Context: an optimization exercise on an open-source flow, tuned for small area and a short achievable clock period. The choices shown serve that exercise and are no tape-out recipe. RTL that was checked went through simulation tests only; none was proved equivalent to the original.

Setup of v6:
==> flow/design.v (excerpt) <==
module UnaryMultiplier
#(
    parameter INPUT_WIDTH = 32,
    parameter COUNT_WIDTH = $clog2(INPUT_WIDTH + 1),
    parameter EPSILON = 8
)
(
    input logic a,
    input logic b,
    input logic [1:0] ready,
    input logic clk,
    input logic reset,
    output logic valid,
    output logic y
);
    logic [5:0]  a_ones, b_ones, a_upper, b_upper, y_count;
    logic [5:0]  g_lower;    
    logic [5:0]  f_upper;    
    logic [10:0] d_upper, d_lower;
    logic        ea, eb, za, zb;
    logic        near_l, near_u, emit, bit1, done;
    logic [5:0]  ab_ones, ab_upper;
    logic [6:0]  hl, hu;
    logic [10:0] dl, du;
    logic [5:0]  yc;
    logic [3:0]  hg, hp;
    logic        c4, neg;
    always_comb begin
        ea = ready[0] & a;
        za = ready[0] & ~a;
        eb = ready[1] & b;
        zb = ready[1] & ~b;
        ab_ones = a_ones + b_ones + 6'd1;
        ab_upper = a_upper + b_upper - 6'd1;
        case ({g_lower[5:4], valid, y})
            4'b00_10: hl = 7'd1;
            4'b00_11: hl = 7'h7f;
            4'b01_10: hl = 7'd2;
            4'b01_11: hl = 7'd0;
            4'b10_10: hl = 7'd3;
            4'b10_11: hl = 7'd1;
            4'b11_10: hl = 7'd4;
            4'b11_11: hl = 7'd2;
            default:  hl = {5'd0, g_lower[5:4]};
        endcase
        dl = d_lower + {hl, g_lower[3:0]};
        case ({f_upper[5:4], valid, y})
            4'b11_10: hu = 7'h7d;
            4'b11_11: hu = 7'h7b;
            4'b10_10: hu = 7'h7e;
            4'b10_11: hu = 7'h7c;
            4'b01_10: hu = 7'h7f;
            4'b01_11: hu = 7'h7d;
            4'b00_10: hu = 7'h00;
            4'b00_11: hu = 7'h7e;
            default:  hu = {5'h1f, ~f_upper[5:4]};
        endcase
        du = d_upper + {hu, ~f_upper[3:0]} + 11'd1;
        yc = y_count + valid;
  ...
Size: about 66 flip-flops, ~4000 um2 of cells after synthesis.
==> module UnaryMultiplier, before the edit <==
module UnaryMultiplier
#(
    parameter INPUT_WIDTH = 32,
    parameter COUNT_WIDTH = $clog2(INPUT_WIDTH + 1),
    parameter EPSILON = 8
)
(
    input logic a,
    input logic b,
    input logic [1:0] ready,
    input logic clk,
    input logic reset,
    output logic valid,
    output logic y
);
    logic [5:0]  a_ones, b_ones, a_upper, b_upper, y_count;
    logic [5:0]  g_lower;    
    logic [5:0]  f_upper;    
    logic [10:0] d_upper, d_lower;
    logic        ea, eb, za, zb;
    logic        near_l, near_u, emit, bit1, done;
    logic [5:0]  ab_ones, ab_upper;
    logic [6:0]  hl, hu;
    logic [10:0] dl, du;
    logic [5:0]  yc;
    logic [3:0]  hg, hp;
    logic        c4, neg;
    always_comb begin
        ea = ready[0] & a;
        za = ready[0] & ~a;
        eb = ready[1] & b;
        zb = ready[1] & ~b;
        ab_ones = a_ones + b_ones + 6'd1;
        ab_upper = a_upper + b_upper - 6'd1;
        case ({g_lower[5:4], valid, y})
            4'b00_10: hl = 7'd1;
            4'b00_11: hl = 7'h7f;
            4'b01_10: hl = 7'd2;
            4'b01_11: hl = 7'd0;
            4'b10_10: hl = 7'd3;
            4'b10_11: hl = 7'd1;
            4'b11_10: hl = 7'd4;
            4'b11_11: hl = 7'd2;
            default:  hl = {5'd0, g_lower[5:4]};
        endcase
        dl = d_lower + {hl, g_lower[3:0]};
        case ({f_upper[5:4], valid, y})
            4'b11_10: hu = 7'h7d;
            4'b11_11: hu = 7'h7b;
            4'b10_10: hu = 7'h7e;
            4'b10_11: hu = 7'h7c;
            4'b01_10: hu = 7'h7f;
            4'b01_11: hu = 7'h7d;
            4'b00_10: hu = 7'h00;
            4'b00_11: hu = 7'h7e;
            default:  hu = {5'h1f, ~f_upper[5:4]};
        endcase
        du = d_upper + {hu, ~f_upper[3:0]} + 11'd1;
        yc = y_count + valid;
        done = yc[5];
        near_l = ~dl[10] | (&dl[9:7]);                              
        near_u = du[10] | (~|du[9:8] & (~du[7] | ~|du[6:4]));       
        hg = du[7:4] & dl[7:4];
        hp = du[7:4] ^ dl[7:4];
        c4 = hg[3] | (hp[3] & hg[2]) | (hp[3] & hp[2] & hg[1]) | (hp[3] & hp[2] & hp[1] & hg[0]);
        neg = (du[8] & dl[8]) | ((du[8] ^ dl[8]) & ~c4);
        bit1 = near_l & (~near_u | ~neg);
        emit = ~done & (near_l | near_u);
    end
    always_ff @(posedge clk or negedge reset) begin
        if (!reset) begin
            a_ones <= 0;
            b_ones <= 0;
            a_upper <= 6'd32;
            b_upper <= 6'd32;
            g_lower <= 0;
            f_upper <= 0;
            y_count <= 0;
            d_lower <= 11'h600;    
            d_upper <= 11'h200;    
            y <= 1'b0;
            valid <= 1'b0;
        end else begin
            a_ones <= a_ones + ea;
            b_ones <= b_ones + eb;
            a_upper <= a_upper - za;
            b_upper <= b_upper - zb;
            g_lower <= ({6{ea & ~eb}} & b_ones) | ({6{eb & ~ea}} & a_ones) | ({6{ea & eb}} & ab_ones);
            f_upper <= ({6{za & ~zb}} & b_upper) | ({6{zb & ~za}} & a_upper) | ({6{za & zb}} & ab_upper);
            y_count <= yc;
            d_lower <= dl;
            d_upper <= du;
            valid <= emit;
            y <= bit1;
        end
    end
endmodule
==> flow/config.mk <==
export PLATFORM = sky130hd
export DESIGN_NAME = UnaryMultiplier
export DESIGN_NICKNAME = UnaryMultiplier
export VERILOG_FILES = /design/flow/design.v
export SDC_FILE = /design/flow/constraint.sdc
export NUM_CORES = 4
export LEC_CHECK = 0
export CAP_MARGIN = 20
export CORE_MARGIN = 2
export CORE_UTILIZATION = 40
export PLACE_DENSITY = 0.6
export SLEW_MARGIN = 20
==> flow/constraint.sdc <==
create_clock -name core_clock -period 8.0 [get_ports {clk}]
set_input_delay 1.6000 -clock core_clock [delete_from_list [all_inputs] [get_ports {clk}]]
set_output_delay 1.6000 -clock core_clock [all_outputs]
set_load 0.01 [all_outputs]
standard.sh (not shown) runs the stock make flow with config.mk's settings and CLKGATE_MAP_FILE= SYNTH_SCRIPT=/design/flow/synth_recipe.tcl, a recipe that flattens the netlist after the stock synthesis.
==> flow/flow/run.sh <==
#!/bin/bash
# The standard layout, with plain buffers on the ports and timing repair
# aimed at a setup slack of SETUP_SLACK_MARGIN.
export BUFFER_PORTS_ARGS="-buffer_cell sky130_fd_sc_hd__buf_2"
export SETUP_SLACK_MARGIN=5.3
bash standard.sh > standard.log 2>&1
Here is what was changed in the inputs of v7 compared with v6.
==> flow/design.v <==
module UnaryMultiplier
#(
    parameter INPUT_WIDTH = 32,
    parameter COUNT_WIDTH = $clog2(INPUT_WIDTH + 1),
    parameter EPSILON = 8
)
(
    input logic a,
    input logic b,
    input logic [1:0] ready,
    input logic clk,
    input logic reset,
    output logic valid,
    output logic y
);
    logic [5:0]  a_ones, b_ones, a_upper, b_upper, y_count;
    logic [5:0]  g_lower;    
    logic [5:0]  f_upper;    
    logic [10:0] d_upper, d_lower;
    logic        ea, eb, za, zb;
    logic        near_l, near_u, emit, bit1, done;
    logic        up, dn;     
    logic [5:0]  ab_ones, ab_upper;
    logic [5:0]  a_ones_inc, b_ones_inc, a_upper_dec, b_upper_dec;
    logic [6:0]  hl, hu;
    logic [10:0] dl, du;
    logic [5:0]  yc;
    logic [3:0]  hg, hp;
    logic        c4, neg;
    always_comb begin
        ea = ready[0] & a;
        za = ready[0] & ~a;
        eb = ready[1] & b;
        zb = ready[1] & ~b;
        a_ones_inc = a_ones + 6'd1;
        b_ones_inc = b_ones + 6'd1;
        a_upper_dec = a_upper - 6'd1;
        b_upper_dec = b_upper - 6'd1;
        ab_ones = a_ones + b_ones + 6'd1;
        ab_upper = a_upper + b_upper - 6'd1;
        case ({g_lower[5:4], dn, up})
            4'b00_10: hl = 7'd1;
            4'b00_01: hl = 7'h7f;
            4'b01_10: hl = 7'd2;
            4'b01_01: hl = 7'd0;
            4'b10_10: hl = 7'd3;
            4'b10_01: hl = 7'd1;
            4'b11_10: hl = 7'd4;
            4'b11_01: hl = 7'd2;
            default:  hl = {5'd0, g_lower[5:4]};
        endcase
        dl = d_lower + {hl, g_lower[3:0]};
        case ({f_upper[5:4], dn, up})
            4'b11_10: hu = 7'h7d;
            4'b11_01: hu = 7'h7b;
            4'b10_10: hu = 7'h7e;
            4'b10_01: hu = 7'h7c;
            4'b01_10: hu = 7'h7f;
            4'b01_01: hu = 7'h7d;
            4'b00_10: hu = 7'h00;
            4'b00_01: hu = 7'h7e;
            default:  hu = {5'h1f, ~f_upper[5:4]};
        endcase
        du = d_upper + {hu, ~f_upper[3:0]} + 11'd1;
        yc = y_count + (up | dn);
        done = yc[5];
        near_l = ~dl[10] | (&dl[9:7]);                              
        near_u = du[10] | (~|du[9:8] & (~du[7] | ~|du[6:4]));       
        hg = du[7:4] & dl[7:4];
        hp = du[7:4] ^ dl[7:4];
        c4 = hg[3] | (hp[3] & hg[2]) | (hp[3] & hp[2] & hg[1]) | (hp[3] & hp[2] & hp[1] & hg[0]);
        neg = (du[8] & dl[8]) | ((du[8] ^ dl[8]) & ~c4);
        bit1 = near_l & (~near_u | ~neg);
        emit = ~done & (near_l | near_u);
    end
    always_ff @(posedge clk or negedge reset) begin
        if (!reset) begin
            a_ones <= 0;
            b_ones <= 0;
            a_upper <= 6'd32;
            b_upper <= 6'd32;
            g_lower <= 0;
            f_upper <= 0;
            y_count <= 0;
            d_lower <= 11'h600;    
            d_upper <= 11'h200;    
            y <= 1'b0;
            valid <= 1'b0;
            up <= 1'b0;
            dn <= 1'b0;
        end else begin
            if (ea) a_ones <= a_ones_inc;
            if (eb) b_ones <= b_ones_inc;
            if (za) a_upper <= a_upper_dec;
            if (zb) b_upper <= b_upper_dec;
            g_lower <= ({6{ea & ~eb}} & b_ones) | ({6{eb & ~ea}} & a_ones) | ({6{ea & eb}} & ab_ones);
            f_upper <= ({6{za & ~zb}} & b_upper) | ({6{zb & ~za}} & a_upper) | ({6{za & zb}} & ab_upper);
            y_count <= yc;
            d_lower <= dl;
            d_upper <= du;
            valid <= emit;
            y <= bit1;
            up <= emit & bit1;
            dn <= emit & ~bit1;
        end
    end
endmodule
- v6 finished all stages; the layout is clean.
- v7 was carried through to the last stage, and its layout satisfied the timing, DRC and antenna checks.
- Cmp v6 and v7 / overall die height / lower: v6
- In the metrics for v6 and v7, the one carrying the lower synthesis-to-finish area growth is v6.
- The run showing the smaller portion of the clock cycle consumed by the worst path in the final layout is v6.
- Row post-synth design cell area: v7 higher / v6 lower
- Critical path arrival (v7 over v6): increase, 2.45 ns
Only the layout flow was run in v7; the RTL was not checked for function there.

static timing again, ports no longer ideal:
Ports are ideal in the flow. The routed layouts listed here were re-timed in OpenROAD. Step 1 assumes that a clkbuf_16 drives the clock port and a buf_2 every other input. Step 2 moves the port delays by t, midway between the first and last clock arrival at a register: inputs arrive t later, outputs are due t later. That takes back most of the time a late clock gives input paths. Slacks: no drivers / after step 1 / after step 2; pairs: no drivers / after step 1.
| run | t, ns | slack for setup (ns) | clock arrival spread, ns | slew at the worst register clock pin (ns) | cell pins on the clock port's net |
|---|---|---|---|---|---|
| v6 | 0.368 | 5.339 / 5.306 / 5.069 | 0.016 / 0.017 | 0.08 / 0.08 | 1 |
| v7 | 0.371 | 4.760 / 4.760 / 4.760 | 0.012 / 0.011 | 0.08 / 0.08 | 1 |
After both steps every run listed still meets setup and hold. For v6, which loses most, drivers alone change the setup slack by -0.033 ns; drivers and shift together by -0.270 ns.
